What follows belongs to an exercise in optimizing a design on an open flow for small area and a short achievable clock period; a production flow would make more cautious choices. Function was checked by simulation only, so behaviour that the tests miss may differ from the original. Power is estimated from default activity; no workload was simulated.

==> flow/design.v <==
`timescale 1ns / 1ps
module instruction_fetch_unit (
    input clk,
    input rst,
    output [31:0] pc
);
    reg [29:0] pc_word;
    always @(posedge clk or posedge rst) begin
        if (rst)
            pc_word <= 30'b0;
        else
            pc_word <= pc_word + 30'd1;
    end
    assign pc = {pc_word, 2'b00};
endmodule
`timescale 1ns / 1ps
module register_file_unit1(
    input         clk,
    input         rst,
    input  [4:0]  rs1,            
    input  [4:0]  rs2,            
    input  [31:1] sel1,           
    input  [31:1] sel2,           
    input  [4:0]  wr_rd,          
    input  [31:0] wr_data,
    output [31:0] data1,
    output [31:0] data2
);
    wire [31:0] and1 [1:31];
    wire [31:0] and2 [1:31];
    reg  [31:1] written;
    genvar g;
    generate
        for (g = 1; g < 32; g = g + 1) begin : xr
            reg [31:0] x;
            wire       we = (wr_rd == g);
            always @(posedge clk or posedge rst) begin
                if (rst)
                    written[g] <= 1'b0;
                else
                    written[g] <= written[g] | we;
            end
            always @(posedge clk)
                if (we)
                    x <= wr_data;
            assign and1[g] = {32{sel1[g] & written[g]}} & x;
            assign and2[g] = {32{sel2[g] & written[g]}} & x;
        end
    endgenerate
    wire unw1 = |(sel1 & ~written);
    wire unw2 = |(sel2 & ~written);
    reg [31:0] r1, r2;
    integer i;
    always @(*) begin
        r1 = {27'b0, {5{unw1}} & rs1};
        r2 = {27'b0, {5{unw2}} & rs2};
        for (i = 1; i < 32; i = i + 1) begin
            r1 = r1 | and1[i];
            r2 = r2 | and2[i];
        end
    end
    assign data1 = r1;
    assign data2 = r2;
endmodule
`timescale 1ns / 1ps
module control_unit1(
    input  [31:0] ins,
    output [5:0]  alu_sel,
    output        alu_inv,
    output        is_itype,
    output [4:0]  rd_w
);
    wire [6:0] opcode = ins[6:0];
    wire [2:0] funct3 = ins[14:12];
    wire [6:0] funct7 = ins[31:25];
    wire rtype = (opcode == 7'b0110011);
    wire itype = (opcode == 7'b0010011);
    wire alu   = rtype | itype;
    wire op_sub = rtype & (funct3 == 3'b000) & (funct7 == 7'b0100000);
    wire op_and = alu & (funct3 == 3'b111);
    wire op_or  = alu & (funct3 == 3'b110);
    wire op_xor = alu & (funct3 == 3'b100);
    wire op_slt = alu & (funct3 == 3'b010);
    wire op_add = ~(op_sub | op_and | op_or | op_xor | op_slt);
    assign alu_sel  = {op_slt, op_xor, op_or, op_and, op_sub, op_add};
    assign alu_inv  = op_sub | op_slt;
    assign is_itype = itype;
    assign rd_w     = alu ? ins[11:7] : 5'd0;
endmodule
`timescale 1ns / 1ps
module arithmetic_logic_unit1(
    input  [31:0] operand1,
    input  [31:0] operand2,
    input  [5:0]  alu_sel,
    input         alu_inv,
    output [31:0] alu_result
);
    wire [33:0] sum_c = {1'b0, operand1, 1'b1} + {1'b0, operand2, alu_inv};
    wire [31:0] sum = sum_c[32:1];
    wire ltu = ~sum_c[33];
    assign alu_result = ({32{alu_sel[0] | alu_sel[1]}} & sum[31:0])
                      | ({32{alu_sel[2]}} & (operand1 & operand2))
                      | ({32{alu_sel[3]}} & (operand1 | operand2))
                      | ({32{alu_sel[4]}} & (operand1 ^ operand2))
                      | {31'b0, alu_sel[5] & ltu};
endmodule
`timescale 1ns / 1ps
module top_module(
    input clk,
    input rst,
    input [31:0] ins_in,
    output [31:0] pc_out,
    output [31:0] ins_out,
    output [31:0] alu_result_out
);
    wire [31:0] pc;
    instruction_fetch_unit ifu(
        .clk(clk),
        .rst(rst),
        .pc(pc)
    );
    wire [5:0] alu_sel;
    wire       alu_inv;
    wire       is_itype;
    wire [4:0] rd_w;
    control_unit1 cu(
        .ins(ins_in),
        .alu_sel(alu_sel),
        .alu_inv(alu_inv),
        .is_itype(is_itype),
        .rd_w(rd_w)
    );
    wire [4:0] rs1 = ins_in[19:15];
    wire [4:0] rs2 = ins_in[24:20];
    wire [31:0] imm_i = {{20{ins_in[31]}}, ins_in[31:20]};
    reg [31:1] sel1, sel2;
    integer j;
    always @(*) begin
        for (j = 1; j < 32; j = j + 1) begin
            sel1[j] = (rs1 == j);
            sel2[j] = (rs2 == j);
        end
    end
    wire [31:0] op2_fix = imm_i ^ {32{alu_inv}};
    wire [31:0] op2_rd0 = is_itype ? op2_fix : {32{alu_inv}};
    wire [31:0] op2_rd1 = is_itype ? op2_fix : {32{~alu_inv}};
    reg [31:0] ex_op1, ex_op2;
    reg [5:0]  ex_sel;
    reg        ex_inv;
    reg [4:0]  ex_rd;
    reg [31:0] m_res;           
    reg [4:0]  m_rd;
    reg [31:0] wb_res;          
    reg [4:0]  wb_rd;
    wire [31:0] data1, data2;
    register_file_unit1 rfu(
        .clk(clk),
        .rst(rst),
        .rs1(rs1),
        .rs2(rs2),
        .sel1(sel1),
        .sel2(sel2),
        .wr_rd(wb_rd),
        .wr_data(wb_res),
        .data1(data1),
        .data2(data2)
    );
    wire [31:0] alu_out;
    arithmetic_logic_unit1 alu(
        .operand1(ex_op1),
        .operand2(ex_op2),
        .alu_sel(ex_sel),
        .alu_inv(ex_inv),
        .alu_result(alu_out)
    );
    always @(posedge clk) begin
        ex_op1 <= data1;
        ex_op2 <= op2_rd1 & data2 | op2_rd0 & ~data2;
        wb_res <= m_res;
    end
    always @(posedge clk or posedge rst) begin
        if (rst) begin
            ex_sel <= 6'b0;
            ex_inv <= 1'b0;
            ex_rd  <= 5'b0;
            m_res  <= 32'b0;
            m_rd   <= 5'b0;
            wb_rd  <= 5'b0;
        end else begin
            ex_sel <= alu_sel;
            ex_inv <= alu_inv;
            ex_rd  <= rd_w;
            m_res  <= alu_out;
            m_rd   <= ex_rd;
            wb_rd  <= m_rd;
        end
    end
    assign pc_out         = pc;
    assign ins_out        = ins_in;
    assign alu_result_out = m_res;
endmodule
==> flow/run.sh <==
#!/bin/bash
# synth_recipe.tcl (not shown) runs the flow's synth.tcl, then flattens the netlist and writes it again
# the make line also repeats each setting of config.mk as NAME=value (left out here)
make -C /OpenROAD-flow-scripts/flow DESIGN_CONFIG=/design/flow/config.mk WORK_HOME=/design/flow/orfs CLKGATE_MAP_FILE= SYNTH_SCRIPT=/design/flow/synth_recipe.tcl finish
==> flow/config.mk <==
export PLATFORM = sky130hd
export DESIGN_NAME = top_module
export DESIGN_NICKNAME = top_module
export VERILOG_FILES = /design/flow/design.v
export SDC_FILE = /design/flow/constraint.sdc
export NUM_CORES = 4
export LEC_CHECK = 0
export CAP_MARGIN = 20
export CORE_MARGIN = 2
export CORE_UTILIZATION = 40
export CTS_BUF_LIST = sky130_fd_sc_hd__clkbuf_8
export SETUP_SLACK_MARGIN = 3.7
export SLEW_MARGIN = 20
export TNS_END_PERCENT = 10
==> flow/constraint.sdc <==
create_clock -name core_clock -period 6.5 [get_ports {clk}]
set_input_delay 1.3000 -clock core_clock [delete_from_list [all_inputs] [get_ports {clk}]]
set_output_delay 1.3000 -clock core_clock [all_outputs]
set_load 0.01 [all_outputs]
==> results.toml, run 1 <==
[synthesis]
avgSynthCellArea_um2 = 14.03
synth-edff-count = 992
synth_most_common_cell = "edfxtp_1"
ys_types = 78
synth_area_leaders = "edfxtp_1 (58%), a22oi_1 (6.3%), dfrtp_1 (5.6%)"
synthTopCellsByCount = "edfxtp_1 (992), a22oi_1 (426), a221oi_1 (226)"
synthArstFlopShare_pct = 9.559
seq_area_frac_synth_pct = 67.73
synth_cells = 3640
synthFlopType = "edfxtp_1"
ys_ff_latch = 1203
synth_top_area_share_pct = 58.33
yosysTopAreaCell = "edfxtp_1"
yosys_warnings = 3
syn_area_um2 = 51070

[final_layout]
finalNetCount = 4014
area.growth.synth_to_final_pct = 18.94
filler_cell_count = 10972
seqCellArea_um2 = 34640
final_util_pct = 47.75
drive_gt1_share_pct = 21.15
multiInputGateArea_um2 = 15660

[critical_path]
crit_fanout = 20
critPathRequiredTime_ns = 7.05
end_kind = "flip-flop"
crit_type = "reg -> reg"
critPathLaunchType = "flip-flop"
crit_arrival_ns = 3.67

[global_routing]
track_usage_pct = 37.06
grt_pass1_wl_um = 332400
first_global_vias = 40170
antenna_found_initial = 19
grt_max_degree = 68
globalRouteOverflowTotal = 0

[power_and_ir_drop]
p_leak_uw = 0.02202
intPower_uw = 12320
pwr-share-comb_pct = 3.1
ir_worst_vdd_v = 0.0002322
clkPwrFrac_pct = 42.7
net-switching-power_uw = 3778
switching_share_pct = 23.47
powerDensity_nw_per_um2 = 265.1
pwr-share-seq_pct = 54.2

[timing]
setup_viol = 0
post-route-period-util_pct = 47.92
rsz0062_at_grt = "true"
slew_headroom_pct = 15.17
setup_tns_ns = 0
skew_ns = 0.05252
fmax_mhz = 321.0
fin_crit_ns = 3.115
slew_violations = 0
tightest_slew_ns = 1.272
final-hold-violation-count = 0

[clocking]
clock_path_buffers = 3
cts_tree = "done"
clk_pin_slew_worst_paths_ns = 0.07
clock-sinks = 1203
clock_latency_ns = 0.96
htreeDepth = 4
cts_made_buffers = 192
cts-root-buf = "clkbuf_8"
ctsHoldBuffers = 0

[placement]
gp_congestion = 0.9971
numPortBuffers = 127
post-dp-hpwl_um = 134300

[floorplanning]
die_area_um2 = 130500
initial_core_util_pct = 40.15
die_w_um = 361.3
die_h_um = 361.3
core-area_um2 = 127200
num_rows = 131
ios = 130

[detailed_routing]
routed_wl_um = 251800
avgRoutedWirePerCell_um = 43.65
vias = 43717
postRouteAntennaNets = 0
drtPass1Iterations = 22
drc_errors = 0
vias_per_cell = 7.578
drt-initial-drc-count = 12707

[status]
outcome = "timing/DRC/antenna clean"

[hold_path]
min-delay-path-class = "reg -> reg"

[run]
drv_cap = 0
## metal layers
metal / track usage, % / wire length (um) / vias to the layer above
met5: 1.036 / 660 / -
met4: 24.53 / 23730 / 28
met2: 51.04 / 98570 / 5377
met1: 43.53 / 80250 / 20969
li1: - / - / 15574
met3: 21.35 / 48610 / 1769
## final timing paths
kind	from	to	slack [ns]	cells past startpoint
max	wb_rd[2]	rfu.xr[9].x[13]	3.39	3
min	ex_rd[1]	m_rd[1]	0.34	0
max reg2reg	wb_rd[2]	rfu.xr[9].x[13]	3.39	3
min reg2reg	ex_rd[1]	m_rd[1]	0.34	0
max in group asynchronous	rst	m_res[24]	4.92	3
min in group asynchronous	rst	rfu.written[4]	0.74	2
## timing repair
item	CTS	global route
pin swaps	25	49
setup buffers	76	40
setup endpoints to repair	234	233
resized for setup	456	113
cloned	7	2
## final cells by class
class / count / share of cell area (%)
tap: 1662 / 3.424
inverter: 123 / 0.7704
sequential: 1203 / 57.03
timing repair buffer: 398 / 6.287
clock inverter: 151 / 1.774
antenna: 22 / 0.09064
clock buffer: 214 / 4.849
multi-input combinational: 1996 / 25.77
## power groups by stage
| stage | Combinational, uW | Clock, uW | Sequential (uW) |
|---|---|---|---|
| floorplan | 215 | 0 | 8780 |
| global placement | 390 | 0 | 8880 |
| detailed placement | 395 | 0 | 8880 |
| CTS | 441 | 6850 | 8710 |
| global route | 523 | 7200 | 8730 |
| finish | 499 | 6870 | 8730 |
## logic make-up after synthesis
family | Yosys count | share of synthesized area, %
flip-flops | 1203 | 67.73
AO/OA/AOI/OAI | 1165 | 18.23
AND/OR/NAND/NOR | 672 | 7.059
buffers and inverters | 447 | 3.685
adder cells (fa/ha/maj) | 67 | 1.651
XOR/XNOR | 51 | 0.8894
multiplexers | 34 | 0.7473
other | 1 | 0.007343
## sequential cells by signal, summed over array words and instances, names as in the netlist
| signal | flops |
|---|---|
| rfu.xr.x | 992 |
| ex_op1 | 32 |
| ex_op2 | 32 |
| m_res | 32 |
| wb_res | 32 |
| rfu.written | 31 |
| ifu.pc_word | 30 |
| ex_sel | 6 |
| ex_rd | 5 |
| m_rd | 5 |
| wb_rd | 5 |
| ex_inv | 1 |
## placed cells by master, fill, tap and decap left out, drive strengths merged, types with 8 or more instances in the layout
cell type / netlist / layout
dfxtp: 96 / 96
xnor2: 39 / 39
clkinv: 0 / 65
a222oi: 94 / 94
or4: 24 / 24
buf: 103 / 306
a221oi: 228 / 228
nor2b: 8 / 8
a22oi: 426 / 426
diode: 0 / 22
mux2i: 28 / 28
bufinv: 0 / 14
a22o: 216 / 216
a211oi: 10 / 10
clkdlybuf4s15: 0 / 18
edfxtp: 992 / 992
nand3: 140 / 140
nand4: 103 / 103
and3: 73 / 78
ha: 65 / 65
or3: 11 / 11
a21oi: 58 / 58
a21o: 16 / 16
o21ai: 57 / 57
or2: 33 / 33
dfrtp: 115 / 115
inv: 123 / 190
nand2b: 8 / 8
dlygate4sd2: 0 / 70
nor2: 87 / 87
nor3: 50 / 50
clkbuf: 221 / 215
xor2: 12 / 12
nand2: 97 / 97
## stage by stage
step	cells	power, uW	hold slack [ns]	setup WS [ns]	instance area [um2]
2_1_floorplan	3641	8992	0.3312	3.077	51080
3_5_place_dp	5255	9273	0.3364	1.454	54620
3_3_place_gp	5255	9267	0.3339	1.456	54610
6_report	5769	16100	0.3394	3.385	60740
5_1_grt	5749	16450	0.3563	3.423	60690
4_1_cts	5703	16000	0.3497	3.436	59770
## critical path, cell delays in order, from the launching register on
cell,delay (ns)
dfrtp_1,0.40
nand2b_1,0.53
nor2_4,1.04
buf_4,0.65
==> run 2: changes to the inputs <==
--- a/flow/design.v
+++ b/flow/design.v
@@ -92,13 +92,12 @@
     input  [31:0] operand1,
     input  [31:0] operand2,
     input  [5:0]  alu_sel,
-    input         alu_inv,
     output [31:0] alu_result
 );
-    wire [33:0] sum_c = {1'b0, operand1, 1'b1} + {1'b0, operand2, alu_inv};
-    wire [31:0] sum = sum_c[32:1];
-    wire ltu = ~sum_c[33];
-    assign alu_result = ({32{alu_sel[0] | alu_sel[1]}} & sum[31:0])
+    wire [32:0] s = {1'b0, operand1} + {1'b0, operand2};
+    wire ltu = s[32];
+    assign alu_result = ({32{alu_sel[0]}} & s[31:0])
+                      | ({32{alu_sel[1]}} & ~s[31:0])
                       | ({32{alu_sel[2]}} & (operand1 & operand2))
                       | ({32{alu_sel[3]}} & (operand1 | operand2))
                       | ({32{alu_sel[4]}} & (operand1 ^ operand2))
@@ -141,12 +140,12 @@
             sel2[j] = (rs2 == j);
         end
     end
-    wire [31:0] op2_fix = imm_i ^ {32{alu_inv}};
-    wire [31:0] op2_rd0 = is_itype ? op2_fix : {32{alu_inv}};
-    wire [31:0] op2_rd1 = is_itype ? op2_fix : {32{~alu_inv}};
+    wire [31:0] op1_rd0 = {32{alu_inv}};
+    wire [31:0] op1_rd1 = {32{~alu_inv}};
+    wire [31:0] op2_rd0 = is_itype ? imm_i : 32'b0;
+    wire [31:0] op2_rd1 = is_itype ? imm_i : 32'hffffffff;
     reg [31:0] ex_op1, ex_op2;
     reg [5:0]  ex_sel;
-    reg        ex_inv;
     reg [4:0]  ex_rd;
     reg [31:0] m_res;           
     reg [4:0]  m_rd;
@@ -170,25 +169,22 @@
         .operand1(ex_op1),
         .operand2(ex_op2),
         .alu_sel(ex_sel),
-        .alu_inv(ex_inv),
         .alu_result(alu_out)
     );
     always @(posedge clk) begin
-        ex_op1 <= data1;
+        ex_op1 <= op1_rd1 & data1 | op1_rd0 & ~data1;
         ex_op2 <= op2_rd1 & data2 | op2_rd0 & ~data2;
         wb_res <= m_res;
     end
     always @(posedge clk or posedge rst) begin
         if (rst) begin
             ex_sel <= 6'b0;
-            ex_inv <= 1'b0;
             ex_rd  <= 5'b0;
             m_res  <= 32'b0;
             m_rd   <= 5'b0;
             wb_rd  <= 5'b0;
         end else begin
             ex_sel <= alu_sel;
-            ex_inv <= alu_inv;
             ex_rd  <= rd_w;
             m_res  <= alu_out;
             m_rd   <= ex_rd;
==> flow/flow/run.sh (new file) <==
#!/bin/bash
# Layout flow: the standard layout (standard.sh: ORFS synthesis through finish,
# unchanged), except that the port buffers that buffer_ports inserts on every input
# and output are sky130_fd_sc_hd__buf_2 instead of the default delay-buffer cell.
# The make output goes to flow_make.log in this folder; ORFS keeps each step's own
# log under orfs/logs/.
set -euo pipefail
cd "$(dirname "$0")/.."
bash standard.sh "BUFFER_PORTS_ARGS=-buffer_cell sky130_fd_sc_hd__buf_2" finish > flow_make.log 2>&1
==> flow/standard.sh (new file) <==
#!/bin/bash
# synth_recipe.tcl (not shown) runs the flow's synth.tcl, then flattens the netlist and writes it again
# the make line also repeats each setting of config.mk as NAME=value (left out here)
make -C /OpenROAD-flow-scripts/flow DESIGN_CONFIG=/design/flow/config.mk WORK_HOME=/design/flow/orfs CLKGATE_MAP_FILE= SYNTH_SCRIPT=/design/flow/synth_recipe.tcl "${@:-finish}"
--- a/flow/config.mk
+++ b/flow/config.mk
@@ -8,7 +8,9 @@
 export CAP_MARGIN = 20
 export CORE_MARGIN = 2
 export CORE_UTILIZATION = 40
-export CTS_BUF_LIST = sky130_fd_sc_hd__clkbuf_8
-export SETUP_SLACK_MARGIN = 3.7
+export CTS_BUF_LIST = sky130_fd_sc_hd__clkbuf_8 sky130_fd_sc_hd__clkbuf_16
+export CTS_CLUSTER_DIAMETER = 80
+export CTS_CLUSTER_SIZE = 24
+export SETUP_SLACK_MARGIN = 3.6
 export SLEW_MARGIN = 20
 export TNS_END_PERCENT = 10
removed: flow/run.sh
==> results.toml, run 2 <==
[status]
outcome = "timing/DRC/antenna clean"

[clocking]
ctsHoldBuffers = 0
clock_latency_ns = 0.73
cts-root-buf = "clkbuf_16"
cts_tree = "done"
htreeDepth = 2
cts_made_buffers = 61
clk_pin_slew_worst_paths_ns = 0.10
clock_path_buffers = 3
clock-sinks = 1202

[global_routing]
grt_max_degree = 58
antenna_found_initial = 25
grt_pass1_wl_um = 326800
track_usage_pct = 35.91
busiest_layer = "met2"
met3_usage_pct = 18.27
first_global_vias = 39184
globalRouteOverflowTotal = 0
grtUsageMet2_pct = 51.11
grtUsageMet1_pct = 42.47

[synthesis]
synthFlopType = "edfxtp_1"
synth_top_area_share_pct = 57.57
synthArstFlopShare_pct = 9.484
avgSynthCellArea_um2 = 13.88
yosys_warnings = 3
yosysTopAreaCell = "edfxtp_1"
ys_types = 79
synthTopCellsByCount = "edfxtp_1 (992), a22oi_1 (327), a221oi_1 (305)"
synth-edff-count = 992
synth_area_leaders = "edfxtp_1 (58%), dfrtp_1 (5.5%), a221oi_1 (5.2%)"
seq_area_frac_synth_pct = 66.80
synth_most_common_cell = "edfxtp_1"
ys_ff_latch = 1202
syn_area_um2 = 51740
synth_cells = 3729

[detailed_routing]
vias = 42934
avgRoutedWirePerCell_um = 44.19
drtPass1Iterations = 17
drt-initial-drc-count = 11052
vias_per_cell = 7.642
routed_wl_um = 248300
postRouteAntennaNets = 0
drc_errors = 0

[critical_path]
slowest_stage = "and3_4"
end_kind = "flip-flop"
critPathRequiredTime_ns = 7.12
cp_common_cell = "nor3_1"
critPathLaunchType = "input pin"
cpPeakStageDelay_ns = 0.69
reg2reg_from = "wb_rd[2]"
crit_fanout = 20
cp.buffers_inverters = 2
crit_arrival_ns = 3.73
regToRegEndpoint = "rfu.xr[25].x[29]"
crit_family = "simple AND/OR/NAND/NOR gates"
crit_start = "ins_in[21]"
ff2ff_setup_slack_ns = 3.47
crit_type = "in -> reg"
path_cells = "buf_6, nor3_1, and3_4, buf_4, a22o_1, a221oi_1, nand3_1, nor3_1, nor2_1"
reg2reg_depth = 3

[floorplanning]
initial_core_util_pct = 40.42
die_w_um = 363.7
die_area_um2 = 132200
die_h_um = 363.7
core-area_um2 = 128000
num_rows = 131
ios = 130

[power_and_ir_drop]
powerDensity_nw_per_um2 = 235.6
p_leak_uw = 0.02055
switching_share_pct = 22.99
pwr-share-seq_pct = 63.5
clkPwrFrac_pct = 33.5
intPower_uw = 10650
pwr-share-comb_pct = 3.0
ir_worst_vdd_v = 0.0002350
net-switching-power_uw = 3179

[timing]
final-hold-violation-count = 0
fmax_mhz = 322.0
fin_crit_ns = 3.106
setup_viol = 0
tightest_slew_ns = 1.185
slew_headroom_pct = 20.79
rsz0062_at_grt = "true"
post-route-period-util_pct = 47.78
setup_tns_ns = 0
hold_slack_ns = 0.3388
skew_ns = 0.03057
slew_violations = 0

[placement]
post_dp_cell_area_um2 = 54710
numPortBuffers = 127
post-dp-hpwl_um = 136800
gp_congestion = 0.9879

[hold_path]
holdCritStartpoint = "ex_rd[4]"
min-delay-path-class = "reg -> reg"
hold_depth = 0
whs_endpoint = "m_rd[4]"

[final_layout]
mostFrequentLayoutCells = "edfxtp_1 (992), a22oi_1 (327), a22o_1 (302), a221oi_1 (300), buf_4 (190)"
area.growth.synth_to_final_pct = 13.44
largest_reg_flops = 992
final_area_um2 = 58700
top_register = "rfu.xr.x"
final_common_cell = "edfxtp_1"
drive_gt1_share_pct = 18.96
finalNetCount = 3923

[run]
drv_cap = 0
[run 2: final cells by class]
type | count | area (um2)
fill | 11198 | 69320
sequential | 1202 | 34640
multi-input combinational | 2105 | 16580
timing repair buffer | 359 | 2915
tap | 1729 | 2163
clock buffer | 65 | 1615
clock inverter | 51 | 390.4
inverter | 94 | 359.1
antenna | 13 | 32.53
[run 2: routing by layer]
metal | vias up | wire, um | part of all wire [%]
met3 | 1690 | 45190 | 18
li1 | 15464 | - | -
met2 | 5165 | 98400 | 40
met1 | 20588 | 79440 | 32
met4 | 27 | 24580 | 9.9
met5 | - | 641 | 0.26
[run 2: kinds of logic after synthesis]
family                     Yosys count  share of synthesized area, %
other                                1                      0.007248
adders and majority gates           66                         1.611
xor gates and xnor gates            62                         1.049
and+or+nand+nor                    685                         6.923
DFF                               1202                         66.80
AOI/OAI and AO/OA                 1248                         19.37
muxes                               35                        0.7738
buffers and inverters              430                         3.470
[run 2: worst max-delay path by stage]
stage                            end  slack [ns]  cells past startpoint
after global routing       ex_op2[3]        3.47                      9
after global placement    ex_op2[24]        2.02                     10
after detailed placement  ex_op2[24]        2.01                     10
after floorplan            ex_op1[4]        3.38                     10
final                     ex_op2[11]        3.39                      9
after CTS                  m_res[30]        3.50                     11
[run 2: power groups by stage]
stage / Combinational, uW / Sequential (uW) / Clock, uW
after CTS: 376 / 8750 / 4590
after global routing: 444 / 8780 / 4870
after global placement: 355 / 8920 / 0
final: 415 / 8780 / 4640
after detailed placement: 359 / 8920 / 0
after floorplan: 234 / 8790 / 0
[run 2: timing repair]
item	in CTS	in global routing
setup buffers	44	45
gates cloned	2	5
endpoints found under the setup margin	114	150
resized for setup	145	122
pin swaps	22	51
[run 2: per-stage QoR]
step	setup slack (ns)	util, %	total power (uW)	std cells
6_report	3.394	45.85	13830	5618
5_1_grt	3.475	45.83	14090	5605
4_1_cts	3.503	45.05	13710	5555
3_5_place_dp	2.008	42.73	9274	5393
3_3_place_gp	2.021	42.69	9270	5391
2_1_floorplan	3.378	-	9021	3730
==> run 3: changes to the inputs <==
--- a/flow/config.mk
+++ b/flow/config.mk
@@ -11,6 +11,6 @@
 export CTS_BUF_LIST = sky130_fd_sc_hd__clkbuf_8 sky130_fd_sc_hd__clkbuf_16
 export CTS_CLUSTER_DIAMETER = 80
 export CTS_CLUSTER_SIZE = 24
-export SETUP_SLACK_MARGIN = 3.6
+export SETUP_SLACK_MARGIN = 3.75
 export SLEW_MARGIN = 20
 export TNS_END_PERCENT = 10
==> results.toml, run 3 <==
[synthesis]
synth_cells = 3729
seq_area_frac_synth_pct = 66.80
synth-edff-count = 992
synthTopCellsByCount = "edfxtp_1 (992), a22oi_1 (327), a221oi_1 (305)"
synthArstFlopShare_pct = 9.484
yosysTopAreaCell = "edfxtp_1"
ys_types = 79
synth_area_leaders = "edfxtp_1 (58%), dfrtp_1 (5.5%), a221oi_1 (5.2%)"
synth_top_area_share_pct = 57.57
syn_area_um2 = 51740
synth_most_common_cell = "edfxtp_1"
yosys_warnings = 3
synthFlopType = "edfxtp_1"
avgSynthCellArea_um2 = 13.88
ys_ff_latch = 1202

[final_layout]
largest_reg_flops = 992
final_common_cell = "edfxtp_1"
multiInputGateArea_um2 = 16860
seqCellArea_um2 = 34670
area.growth.synth_to_final_pct = 15.45
mostFrequentLayoutCells = "edfxtp_1 (992), a22oi_1 (327), a22o_1 (302), a221oi_1 (293), buf_4 (229)"
filler_cell_count = 11079
finalNetCount = 3984
top_register = "rfu.xr.x"
drive_gt1_share_pct = 21.08

[timing]
post-route-period-util_pct = 46.14
slew_violations = 0
skew_ns = 0.04401
fin_crit_ns = 2.999
fmax_mhz = 333.4
tightest_slew_ns = 1.174
slew_headroom_pct = 21.54
rsz0062_at_grt = "true"
final-hold-violation-count = 0
setup_viol = 0
setup_tns_ns = 0
setup_slack_ns = 3.501

[detailed_routing]
avgRoutedWirePerCell_um = 44.35
vias_per_cell = 7.692
vias = 43700
routed_wl_um = 252000
drtPass1Iterations = 22
postRouteAntennaNets = 0
drc_errors = 0
drt-initial-drc-count = 11909

[global_routing]
grt_pass1_wl_um = 326500
first_global_vias = 39416
track_usage_pct = 35.86
grt_max_degree = 58
antenna_found_initial = 23
globalRouteOverflowTotal = 0

[hold_path]
holdCritStartpoint = "m_rd[0]"
min-delay-path-class = "reg -> reg"

[status]
outcome = "timing/DRC/antenna clean"

[critical_path]
crit_type = "reg -> reg"
crit_arrival_ns = 3.37
slowest_stage = "nor2_4"
reg2reg_from = "wb_rd[0]"
end_kind = "flip-flop"
ff2ff_setup_slack_ns = 3.50
reg2reg_depth = 3
regToRegEndpoint = "rfu.xr[18].x[19]"
critPathLaunchType = "flip-flop"
critPathRequiredTime_ns = 6.87
crit_fanout = 23
path_cells = "nand3b_1, nor2_4, buf_4"
critPathCapture = "rfu.xr[18].x[19]"
crit_start = "wb_rd[0]"
cpPeakStageDelay_ns = 0.92

[placement]
gp_congestion = 0.9879
post-dp-hpwl_um = 136800
pre_cts_slack_ns = 2.008
numPortBuffers = 127

[clocking]
clock_path_buffers = 3
htreeDepth = 2
clock-sinks = 1202
cts-root-buf = "clkbuf_16"
cts_tree = "done"
clk_pin_slew_worst_paths_ns = 0.10
clock_latency_ns = 0.74
cts_made_buffers = 61

[power_and_ir_drop]
p_leak_uw = 0.02102
powerDensity_nw_per_um2 = 232.3
ir_worst_vdd_v = 0.0002346

[floorplanning]
num_rows = 131
ios = 130
die_w_um = 363.7
initial_core_util_pct = 40.42
core-area_um2 = 128000
die_area_um2 = 132200
die_h_um = 363.7

[run]
drv_cap = 0
==> run 3: cell counts after synthesis <==
No cell type changed its count.
==> run 3: how the worst min path moves through the flow <==
stage               endpoint  slack (ns)  cells after the start
global route        wb_rd[0]        0.33                      0
finish              wb_rd[0]        0.34                      0
global placement     m_rd[1]        0.33                      0
CTS                 wb_rd[0]        0.33                      0
detailed placement   m_rd[4]        0.33                      0
floorplan            m_rd[0]        0.33                      0
==> run 3: metrics by stage <==
stage	total power (uW)	hold slack (ns)	utilization (%)	cell area, um2	cells
floorplan	9021	0.3312	-	51750	3730
global placement	9270	0.3334	42.69	54650	5391
detailed placement	9274	0.3347	42.73	54710	5393
CTS	13720	0.3306	45.48	58220	5583
global route	14120	0.3279	46.64	59700	5667
finish	13870	0.3412	46.66	59730	5681
==> run 3: worst max-delay path: cells and delay by family (launching register included) <==
kind	cells	cell delay, ns
simple gates	2	1.40
buf+inv	1	0.72
flops	1	0.45
==> run 3: cell families (layout without fill, tap and decap cells) <==
family,count (synthesis),count (layout),synth area share [%]
other,1,17,0.007248
AND/OR/NAND/NOR,685,693,6.923
multiplexers,35,35,0.7738
buffers and inverters,430,629,3.470
XOR/XNOR,62,62,1.049
flip-flops,1202,1202,66.80
AO/OA/AOI/OAI,1248,1248,19.37
adder cells (fa/ha/maj),66,66,1.611
==> run 3: power by group <==
part	switching, uW	internal (uW)	total, uW
Combinational	275	175	450
Clock	2650	2000	4650
Sequential	285	8490	8780
Total	3210	10700	13900
==> run 3: layout make-up <==
class	count	area share [%]
Inverter	94	0.6074
Sequential cell	1202	58.04
Multi-Input combinational cell	2106	28.23
Antenna cell	15	0.06284
Timing Repair Buffer	419	6.083
Tap cell	1729	3.622
Clock buffer	65	2.704
Clock inverter	51	0.6535
==> run 3: repair_timing <==
| action | CTS | global route |
|---|---|---|
| cloned | 2 | 8 |
| hold buffers | 0 | 0 |
| pin swaps | 41 | 52 |
| gates resized for setup | 213 | 168 |
| setup buffers | 72 | 74 |
| setup endpoints to repair | 243 | 322 |
==> run 3: routing by layer <==
metal,up-vias,routed length [um],share of wire (%),GRT usage (%)
met3,1778,47200,19,18.24
li1,15598,-,-,-
met5,-,406,0.16,0.7988
met1,20894,78570,31,42.19
met2,5404,99810,40,50.99
met4,26,25980,10,24.22
==> run 4: changes to the inputs <==
--- a/flow/config.mk
+++ b/flow/config.mk
@@ -13,4 +13,4 @@
 export CTS_CLUSTER_SIZE = 24
 export SETUP_SLACK_MARGIN = 3.75
 export SLEW_MARGIN = 20
-export TNS_END_PERCENT = 10
+export TNS_END_PERCENT = 0
==> results.toml, run 4 <==
[status]
outcome = "timing/DRC/antenna clean"

[final_layout]
fin_cells = 5586
multiInputGateArea_um2 = 16360
top_register = "rfu.xr.x"
area.growth.synth_to_final_pct = 12.40
filler_cell_count = 11265
mostFrequentLayoutCells = "edfxtp_1 (992), a22oi_1 (327), a221oi_1 (303), a22o_1 (302), buf_4 (179)"
seqCellArea_um2 = 34630
largest_reg_flops = 992
drive_gt1_share_pct = 17.67
final_common_cell = "edfxtp_1"
finalNetCount = 3895

[clocking]
clock_path_buffers = 3
htreeDepth = 2
clk_pin_slew_worst_paths_ns = 0.10
cts_made_buffers = 61
clock-sinks = 1202
clock_latency_ns = 0.74
cts-root-buf = "clkbuf_16"
cts_tree = "done"

[floorplanning]
die_h_um = 363.7
num_rows = 131
die_w_um = 363.7
die_area_um2 = 132200
initial_core_util_pct = 40.42
core-area_um2 = 128000
ios = 130

[detailed_routing]
avgRoutedWirePerCell_um = 43.84
routed_wl_um = 244900
vias_per_cell = 7.599
postRouteAntennaNets = 0
drt-initial-drc-count = 11138
drtPass1Iterations = 17
drc_errors = 0
vias = 42448

[synthesis]
synthTopCellsByCount = "edfxtp_1 (992), a22oi_1 (327), a221oi_1 (305)"
synth_area_leaders = "edfxtp_1 (58%), dfrtp_1 (5.5%), a221oi_1 (5.2%)"
synth_top_area_share_pct = 57.57
synthFlopType = "edfxtp_1"
synthArstFlopShare_pct = 9.484
syn_area_um2 = 51740
avgSynthCellArea_um2 = 13.88
synth_cells = 3729
synth-edff-count = 992
yosys_warnings = 3
synth_most_common_cell = "edfxtp_1"
seq_area_frac_synth_pct = 66.80
ys_types = 79
ys_ff_latch = 1202
yosysTopAreaCell = "edfxtp_1"

[timing]
fmax_mhz = 315.0
final-hold-violation-count = 0
skew_ns = 0.03930
fin_crit_ns = 3.174
tightest_slew_ns = 1.182
slew_violations = 0
rsz0062_at_grt = "true"
setup_tns_ns = 0
hold_slack_ns = 0.3303
setup_viol = 0
setup_slack_ns = 3.326
slew_headroom_pct = 21.07
post-route-period-util_pct = 48.84

[global_routing]
antenna_found_initial = 23
track_usage_pct = 35.46
grt_max_degree = 58
globalRouteOverflowTotal = 0
grt_pass1_wl_um = 323400
first_global_vias = 39033

[critical_path]
crit_arrival_ns = 3.82
critPathLaunchType = "input pin"
end_kind = "flip-flop"
critPathRequiredTime_ns = 7.15
crit_type = "in -> reg"
crit_fanout = 22

[placement]
numPortBuffers = 127
gp_congestion = 0.9879
post-dp-hpwl_um = 136800
pre_cts_slack_ns = 2.008
placed_cells = 5393

[run]
drv_cap = 0

[power_and_ir_drop]
ir_worst_vdd_v = 0.0002349
powerDensity_nw_per_um2 = 237.6
p_leak_uw = 0.02035

[hold_path]
min-delay-path-class = "reg -> reg"
==> run 4: cell count changes in the layout (fill, tap and decap cells not counted), moves of 8 or more <==
cell / before / now
buf_4: 229 / 179
buf_12: 39 / 20
buf_6: 27 / 14
ha_4: 14 / 3
nor3_1: 48 / 59
a221oi_1: 293 / 303
a221oi_2: 12 / 2
and3_4: 62 / 52
dfxtp_4: 23 / 13
dfxtp_1: 59 / 67
inv_1: 116 / 124
o21ai_0: 39 / 47
o21ai_1: 11 / 3
==> run 4: what timing repair did <==
| action | in CTS | in global routing |
|---|---|---|
| endpoints found under the setup margin | 243 | 318 |
| buffers inserted | 31 | 31 |
| cloned | 1 | 5 |
| pin swaps | 27 | 16 |
| gates resized for setup | 191 | 38 |
| hold buffers | 0 | 0 |
==> run 4: through the flow <==
| step | utilization [%] | cell area [um2] | power (uW) |
|---|---|---|---|
| after global placement | 42.69 | 54650 | 9270 |
| after global routing | 45.41 | 58140 | 14080 |
| after floorplan | - | 51750 | 9021 |
| after CTS | 45.07 | 57700 | 13720 |
| after detailed placement | 42.73 | 54710 | 9274 |
| final | 45.43 | 58160 | 13820 |
==> run 4: final cells by class <==
type,count,area share (%)
Antenna cell,9,0.03873
Sequential cell,1202,59.55
Clock buffer,65,2.778
Inverter,94,0.6132
Tap cell,1729,3.720
Multi-Input combinational cell,2104,28.13
Clock inverter,51,0.6713
Timing Repair Buffer,332,4.492
==> run 4: report_power, final <==
group / total (uW) / switching (uW) / internal (uW) / leakage (uW)
clock network: 4640 / 2640 / 2000 / 0.00109
logic: 403 / 251 / 152 / 0.00762
registers: 8780 / 282 / 8500 / 0.0116
total: 13800 / 3170 / 10600 / 0.0203
==> run 4: worst max-delay path: stages <==
cell and delay, ns:
buf_8 0.15, nand2_1 0.11, nor2_2 0.44, and3_2 0.54, buf_4 0.58, a22o_1 0.22, a221oi_1 0.05, nand3_1 0.13
o32a_1 0.27
==> run 4: metal layers <==
metal	track usage [%]	vias to the layer above	routed length [um]
met5	1.235	-	536
met4	22.49	34	23090
met3	17.21	1613	45580
met2	50.86	5039	97840
met1	42.43	20364	77830
li1	-	15398	-
==> run 4: path summary, 6_finish.rpt <==
path	slack (ns)	to	from	cells after the start
setup / recovery	3.33	ex_op2[7]	ins_in[24]	9
hold / removal	0.33	wb_rd[0]	m_rd[0]	0
setup reg to reg	3.52	rfu.xr[12].x[23]	wb_rd[4]	3
hold reg to reg	0.33	wb_rd[0]	m_rd[0]	0
max in group asynchronous	4.75	m_res[24]	rst	3
min in group asynchronous	0.53	ifu.pc_word[20]	rst	2
==> run 4: logic make-up after synthesis <==
logic type / count (synthesis) / share of synthesized area, %
buf+inv: 430 / 3.470
flops: 1202 / 66.80
mux: 35 / 0.7738
fa+ha+maj: 66 / 1.611
simple gates: 685 / 6.923
other cells: 1 / 0.007248
xor+xnor: 62 / 1.049
compound gates: 1248 / 19.37
==> run 5: changes to the inputs <==
--- a/flow/config.mk
+++ b/flow/config.mk
@@ -11,6 +11,6 @@
 export CTS_BUF_LIST = sky130_fd_sc_hd__clkbuf_8 sky130_fd_sc_hd__clkbuf_16
 export CTS_CLUSTER_DIAMETER = 80
 export CTS_CLUSTER_SIZE = 24
-export SETUP_SLACK_MARGIN = 3.75
+export SETUP_SLACK_MARGIN = 3.6
 export SLEW_MARGIN = 20
-export TNS_END_PERCENT = 0
+export TNS_END_PERCENT = 30
==> results.toml, run 5 <==
[timing]
setup_slack_ns = 3.353
rsz0062_at_grt = "true"
setup_tns_ns = 0
setup_viol = 0
slew_headroom_pct = 19.47
fmax_mhz = 317.8
slew_violations = 0
hold_slack_ns = 0.3282
final-hold-violation-count = 0
tightest_slew_ns = 1.205
fin_crit_ns = 3.147
post-route-period-util_pct = 48.42
skew_ns = 0.04292

[synthesis]
yosysTopAreaCell = "edfxtp_1"
syn_area_um2 = 51740
synth_top_area_share_pct = 57.57
ys_ff_latch = 1202
synth_area_leaders = "edfxtp_1 (58%), dfrtp_1 (5.5%), a221oi_1 (5.2%)"
synthArstFlopShare_pct = 9.484
synth-edff-count = 992
synth_cells = 3729
ys_types = 79
avgSynthCellArea_um2 = 13.88
synth_most_common_cell = "edfxtp_1"
synthFlopType = "edfxtp_1"
seq_area_frac_synth_pct = 66.80
synthTopCellsByCount = "edfxtp_1 (992), a22oi_1 (327), a221oi_1 (305)"
yosys_warnings = 3

[detailed_routing]
drc_errors = 0
vias_per_cell = 7.692
drt-initial-drc-count = 11247
routed_wl_um = 249200
postRouteAntennaNets = 0
vias = 43235
drtPass1Iterations = 15
avgRoutedWirePerCell_um = 44.34

[placement]
post-dp-hpwl_um = 136800
pre_cts_slack_ns = 2.008
placed_cells = 5393
numPortBuffers = 127
gp_congestion = 0.9879

[floorplanning]
die_h_um = 363.7
die_area_um2 = 132200
num_rows = 131
die_w_um = 363.7
core-area_um2 = 128000
initial_core_util_pct = 40.42
ios = 130

[global_routing]
antenna_found_initial = 24
first_global_vias = 39225
grt_max_degree = 58
grt_pass1_wl_um = 327300
globalRouteOverflowTotal = 0
track_usage_pct = 35.96

[critical_path]
end_kind = "flip-flop"
crit_arrival_ns = 3.76
crit_type = "in -> reg"
critPathRequiredTime_ns = 7.11
ff2ff_setup_slack_ns = 3.44
critPathLaunchType = "input pin"
crit_fanout = 14

[final_layout]
finalNetCount = 3921
largest_reg_flops = 992
final_util_pct = 45.83
final_common_cell = "edfxtp_1"
area.growth.synth_to_final_pct = 13.38
drive_gt1_share_pct = 18.95
mostFrequentLayoutCells = "edfxtp_1 (992), a22oi_1 (327), a221oi_1 (303), a22o_1 (302), buf_4 (192)"
top_register = "rfu.xr.x"
fin_cells = 5621

[power_and_ir_drop]
ir_worst_vdd_v = 0.0002345
powerDensity_nw_per_um2 = 235.9
p_leak_uw = 0.02052

[clocking]
clock-sinks = 1202
clk_pin_slew_worst_paths_ns = 0.10
cts-root-buf = "clkbuf_16"
cts_tree = "done"
cts_made_buffers = 61
clock_latency_ns = 0.74
htreeDepth = 2
clock_path_buffers = 3

[status]
outcome = "timing/DRC/antenna clean"

[run]
drv_cap = 0

[hold_path]
min-delay-path-class = "reg -> reg"
-- run 5: cell counts after synthesis --
Identical to the previous run, type by type.
-- run 5: report_power, final --
| group | internal [uW] | switching, uW | leakage, uW | total, uW |
|---|---|---|---|---|
| clock network | 2000 | 2640 | 0.00109 | 4640 |
| logic | 158 | 260 | 0.00779 | 417 |
| registers | 8500 | 283 | 0.0116 | 8780 |
| total | 10700 | 3190 | 0.0205 | 13800 |
-- run 5: layout make-up --
class | count | area, um2
Clock inverter | 51 | 390.4
Inverter | 94 | 356.6
Timing Repair Buffer | 358 | 2867
Multi-Input combinational cell | 2104 | 16580
Antenna cell | 18 | 45.04
Tap cell | 1729 | 2163
Clock buffer | 65 | 1615
Fill cell | 11183 | 69350
Sequential cell | 1202 | 34640
-- run 5: timing repair --
action / 4_1_cts / 5_1_grt
endpoints found under the setup margin: 114 / 141
setup buffers: 54 / 34
pin swaps: 30 / 36
gates cloned: 2 / 4
hold buffers: 0 / 0
hold endpoints to repair: 0 / 0
gates resized for setup: 153 / 118
-- run 5: critical path, stage by stage --
cell	delay (ns)
buf_4	0.17
nor2_2	0.50
and3_4	0.57
buf_4	0.46
a22o_1	0.22
a221oi_1	0.05
nand3_1	0.13
nor3_1	0.06
nor2_1	0.25
-- run 5: path summary, 6_finish.rpt --
| check | startpoint | endpoint | cells past startpoint |
|---|---|---|---|
| worst max-delay path | ins_in[22] | ex_op2[11] | 9 |
| worst max register to register | wb_rd[4] | rfu.xr[12].x[29] | 3 |
| worst min-delay path | m_rd[0] | wb_rd[0] | 0 |
| min in group asynchronous | rst | ifu.pc_word[20] | 2 |
| max in group asynchronous | rst | m_res[24] | 3 |
| worst min register to register | m_rd[0] | wb_rd[0] | 0 |
-- run 5: kinds of logic after synthesis --
family / share of synthesized area (%)
DFF: 66.80
buffers and inverters: 3.470
xor gates and xnor gates: 1.049
other: 0.007248
muxes: 0.7738
AOI/OAI and AO/OA: 19.37
and+or+nand+nor: 6.923
adders and majority gates: 1.611
-- run 5: metal layers --
metal / global-route usage, % / routed length, um
met1: 42.62 / 78900
met2: 51.43 / 99290
met3: 18.00 / 46390
met4: 23.19 / 24280
met5: 1.235 / 375
-- run 5: stage by stage --
step / power, uW / instance area (um2)
after global routing: 14100 / 58630
after global placement: 9270 / 54650
final: 13840 / 58660
after CTS: 13710 / 57790
after detailed placement: 9274 / 54710
after floorplan: 9021 / 51750
==> run 6: changes to the inputs <==
==> flow/flow/run.sh (replaced) <==
#!/bin/bash
# Layout flow: the standard layout (standard.sh: ORFS synthesis through finish,
# unchanged), with two changes to how cells are chosen:
#  - the port buffers that buffer_ports inserts on every input and output are
#    sky130_fd_sc_hd__buf_2 instead of the default delay-buffer cell;
#  - clock tree synthesis runs without dummy load cells (the clock buffers, cluster
#    size and diameter are the ones in config.mk).
# The make output goes to flow_make.log in this folder; ORFS keeps each step's own
# log under orfs/logs/.
set -euo pipefail
cd "$(dirname "$0")/.."
CTS="-sink_clustering_enable -repair_clock_nets -dont_use_dummy_load"
CTS="$CTS -buf_list {sky130_fd_sc_hd__clkbuf_8 sky130_fd_sc_hd__clkbuf_16}"
CTS="$CTS -sink_clustering_size 24 -sink_clustering_max_diameter 80"
bash standard.sh "BUFFER_PORTS_ARGS=-buffer_cell sky130_fd_sc_hd__buf_2" \
  "CTS_ARGS=$CTS" finish > flow_make.log 2>&1
--- a/flow/config.mk
+++ b/flow/config.mk
@@ -13,4 +13,4 @@
 export CTS_CLUSTER_SIZE = 24
 export SETUP_SLACK_MARGIN = 3.6
 export SLEW_MARGIN = 20
-export TNS_END_PERCENT = 30
+export TNS_END_PERCENT = 10
==> results.toml, run 6 <==
[status]
outcome = "timing/DRC/antenna clean"

[timing]
slew_violations = 0
post-route-period-util_pct = 50.53
setup_viol = 0
final-hold-violation-count = 0
setup_slack_ns = 3.216
fin_crit_ns = 3.284
fmax_mhz = 304.5
tightest_slew_ns = 1.161
slew_headroom_pct = 22.60
setup_tns_ns = 0
rsz0062_at_grt = "true"
skew_ns = 0.04496

[final_layout]
finalNetCount = 3936
largest_reg_flops = 992
filler_cell_count = 11226
area.growth.synth_to_final_pct = 12.79
mostFrequentLayoutCells = "edfxtp_1 (992), a22oi_1 (327), a221oi_1 (302), a22o_1 (302), buf_4 (205)"
final_common_cell = "edfxtp_1"
seqCellArea_um2 = 34640
fin_cells = 5588
multiInputGateArea_um2 = 16620
final_util_pct = 45.59
top_register = "rfu.xr.x"
drive_gt1_share_pct = 18.99

[synthesis]
ys_ff_latch = 1202
synth_top_area_share_pct = 57.57
syn_area_um2 = 51740
seq_area_frac_synth_pct = 66.80
avgSynthCellArea_um2 = 13.88
synthFlopType = "edfxtp_1"
yosysTopAreaCell = "edfxtp_1"
yosys_warnings = 3
synth_cells = 3729
synthTopCellsByCount = "edfxtp_1 (992), a22oi_1 (327), a221oi_1 (305)"
synth_area_leaders = "edfxtp_1 (58%), dfrtp_1 (5.5%), a221oi_1 (5.2%)"
ys_types = 79
synthArstFlopShare_pct = 9.484
synth_most_common_cell = "edfxtp_1"
synth-edff-count = 992

[clocking]
cts_tree = "done"
clock_path_buffers = 3
cts_made_buffers = 61
htreeDepth = 2
cts-root-buf = "clkbuf_16"
clk_pin_slew_worst_paths_ns = 0.10
clock_latency_ns = 0.72
clock-sinks = 1202

[detailed_routing]
vias_per_cell = 7.709
drtPass1Iterations = 13
postRouteAntennaNets = 0
drc_errors = 0
routed_wl_um = 249800
avgRoutedWirePerCell_um = 44.71
drt-initial-drc-count = 11570
vias = 43076

[global_routing]
track_usage_pct = 36.03
first_global_vias = 39227
grt_max_degree = 58
grt_pass1_wl_um = 327200
globalRouteOverflowTotal = 0
antenna_found_initial = 29

[floorplanning]
die_area_um2 = 132200
ios = 130
core-area_um2 = 128000
die_h_um = 363.7
initial_core_util_pct = 40.42
die_w_um = 363.7
num_rows = 131

[critical_path]
slowest_stage = "and3_4"
crit_family = "simple AND/OR/NAND/NOR gates"
critPathRequiredTime_ns = 7.07
cp.buffers_inverters = 2
crit_type = "in -> reg"
critPathLaunchType = "input pin"
crit_arrival_ns = 3.86
cpPeakStageDelay_ns = 0.69
crit_fanout = 20
end_kind = "flip-flop"
path_cells = "buf_4, nor3_1, and3_4, buf_4, a22o_1, a221oi_1, nand3_1, nor3_1, nor2_1"

[placement]
pre_cts_slack_ns = 2.008
numPortBuffers = 127
post-dp-hpwl_um = 136800
gp_congestion = 0.9879
placed_cells = 5393

[hold_path]
min-delay-path-class = "reg -> reg"

[power_and_ir_drop]
ir_worst_vdd_v = 0.0002345
p_leak_uw = 0.02028
powerDensity_nw_per_um2 = 227.9

[run]
drv_cap = 0
[run 6: metrics by stage]
stage	power (uW)	area [um2]	hold slack, ns
2_1_floorplan	9021	51750	0.3312
3_3_place_gp	9270	54650	0.3334
3_5_place_dp	9274	54710	0.3347
4_1_cts	13180	57350	0.3227
5_1_grt	13550	58310	0.3218
6_report	13300	58360	0.3408
[run 6: final timing paths]
kind / startpoint / endpoint / slack [ns] / depth (start not counted)
min in group asynchronous: rst / ifu.pc_word[20] / 0.57 / 2
setup / recovery: ins_in[21] / ex_op2[11] / 3.22 / 9
setup reg to reg: wb_rd[2] / rfu.xr[11].x[2] / 3.49 / 3
hold reg to reg: ex_rd[4] / m_rd[4] / 0.34 / 0
max in group asynchronous: rst / rfu.written[21] / 4.75 / 3
hold / removal: ex_rd[4] / m_rd[4] / 0.34 / 0
[run 6: worst register-to-register path: stages (launching register included)]
cell and delay (ns):
dfrtp_1 0.41, nand2b_1 0.57, nor2_4 0.93, buf_4 0.69
[run 6: where the power goes]
| group | total, uW | switching [uW] | internal, uW |
|---|---|---|---|
| Clock | 4100 | 2440 | 1660 |
| Sequential | 8780 | 285 | 8500 |
| Combinational | 422 | 265 | 157 |
[run 6: per-layer routing]
| layer | part of all wire (%) | vias up | track usage (%) |
|---|---|---|---|
| met3 | 19 | 1754 | 18.20 |
| met4 | 9.9 | 43 | 23.54 |
| met2 | 40 | 5273 | 51.41 |
| li1 | - | 15454 | - |
| met5 | 0.31 | - | 0.5810 |
| met1 | 31 | 20552 | 42.64 |
[run 6: area by class of cell]
type                    instances  area share, %
flip-flops and latches       1202          59.36
diodes                         25         0.1072
repair buffers                371          5.109
multi-input cells            2106          28.49
well taps                    1729          3.707
inverters                      94         0.6153
clock buffers                  61          2.616
[run 6: cells by family after synthesis]
group                      count (synthesis)  share of synthesized area (%)
AOI/OAI and AO/OA                       1248                          19.37
DFF                                     1202                          66.80
buffers and inverters                    430                          3.470
and+or+nand+nor                          685                          6.923
xor gates and xnor gates                  62                          1.049
muxes                                     35                         0.7738
other                                      1                       0.007248
adders and majority gates                 66                          1.611
[run 6: what timing repair did]
action / 4_1_cts / 5_1_grt
endpoints found under the setup margin: 110 / 146
cloned: 2 / 6
setup buffers: 57 / 44
pin swaps: 26 / 42
hold buffers: 0 / 0
gates resized for setup: 152 / 118

-- static timing again, ports no longer ideal --
The flow's constraints put no driver on any port. The routed layouts listed below were extracted and timed again, unchanged, in two steps. Step 1 (the two cells are an assumption about what drives the block):
set clk [get_ports {clk}]
set_driving_cell -lib_cell sky130_fd_sc_hd__clkbuf_16 $clk
set_driving_cell -lib_cell sky130_fd_sc_hd__buf_2 [delete_from_list [all_inputs] $clk]
Step 2 moves the port delays by t, midway between the first and last clock arrival at a register: inputs arrive t later, outputs are due t later. That takes back most of the time a late clock gives input paths. Slacks: ideal ports / drivers / drivers and shift; pairs: ideal ports / drivers.
run	shift t [ns]	setup WS [ns]	worst hold slack (ns)	worst register clock-pin slew, ns	worst slew at a driven data input, ns
run 1	1.015	3.385 / 3.381 / 2.426	0.339 / 0.339 / 0.339	0.07 / 0.07	0.19
run 2	0.792	3.394 / 3.374 / 2.639	0.339 / 0.339 / 0.339	0.10 / 0.10	0.05
run 3	0.799	3.501 / 3.440 / 2.785	0.341 / 0.341 / 0.341	0.11 / 0.11	0.07
run 4	0.795	3.326 / 3.343 / 2.548	0.330 / 0.330 / 0.330	0.10 / 0.10	0.07
run 5	0.793	3.353 / 3.399 / 2.605	0.328 / 0.328 / 0.328	0.11 / 0.11	0.07
run 6	0.770	3.216 / 3.265 / 2.494	0.341 / 0.341 / 0.341	0.10 / 0.10	0.05
After both steps setup and hold are still met in every run listed. The setup slack of run 1, which loses most, moves by -0.004 ns with the drivers and by -0.959 ns with both steps.
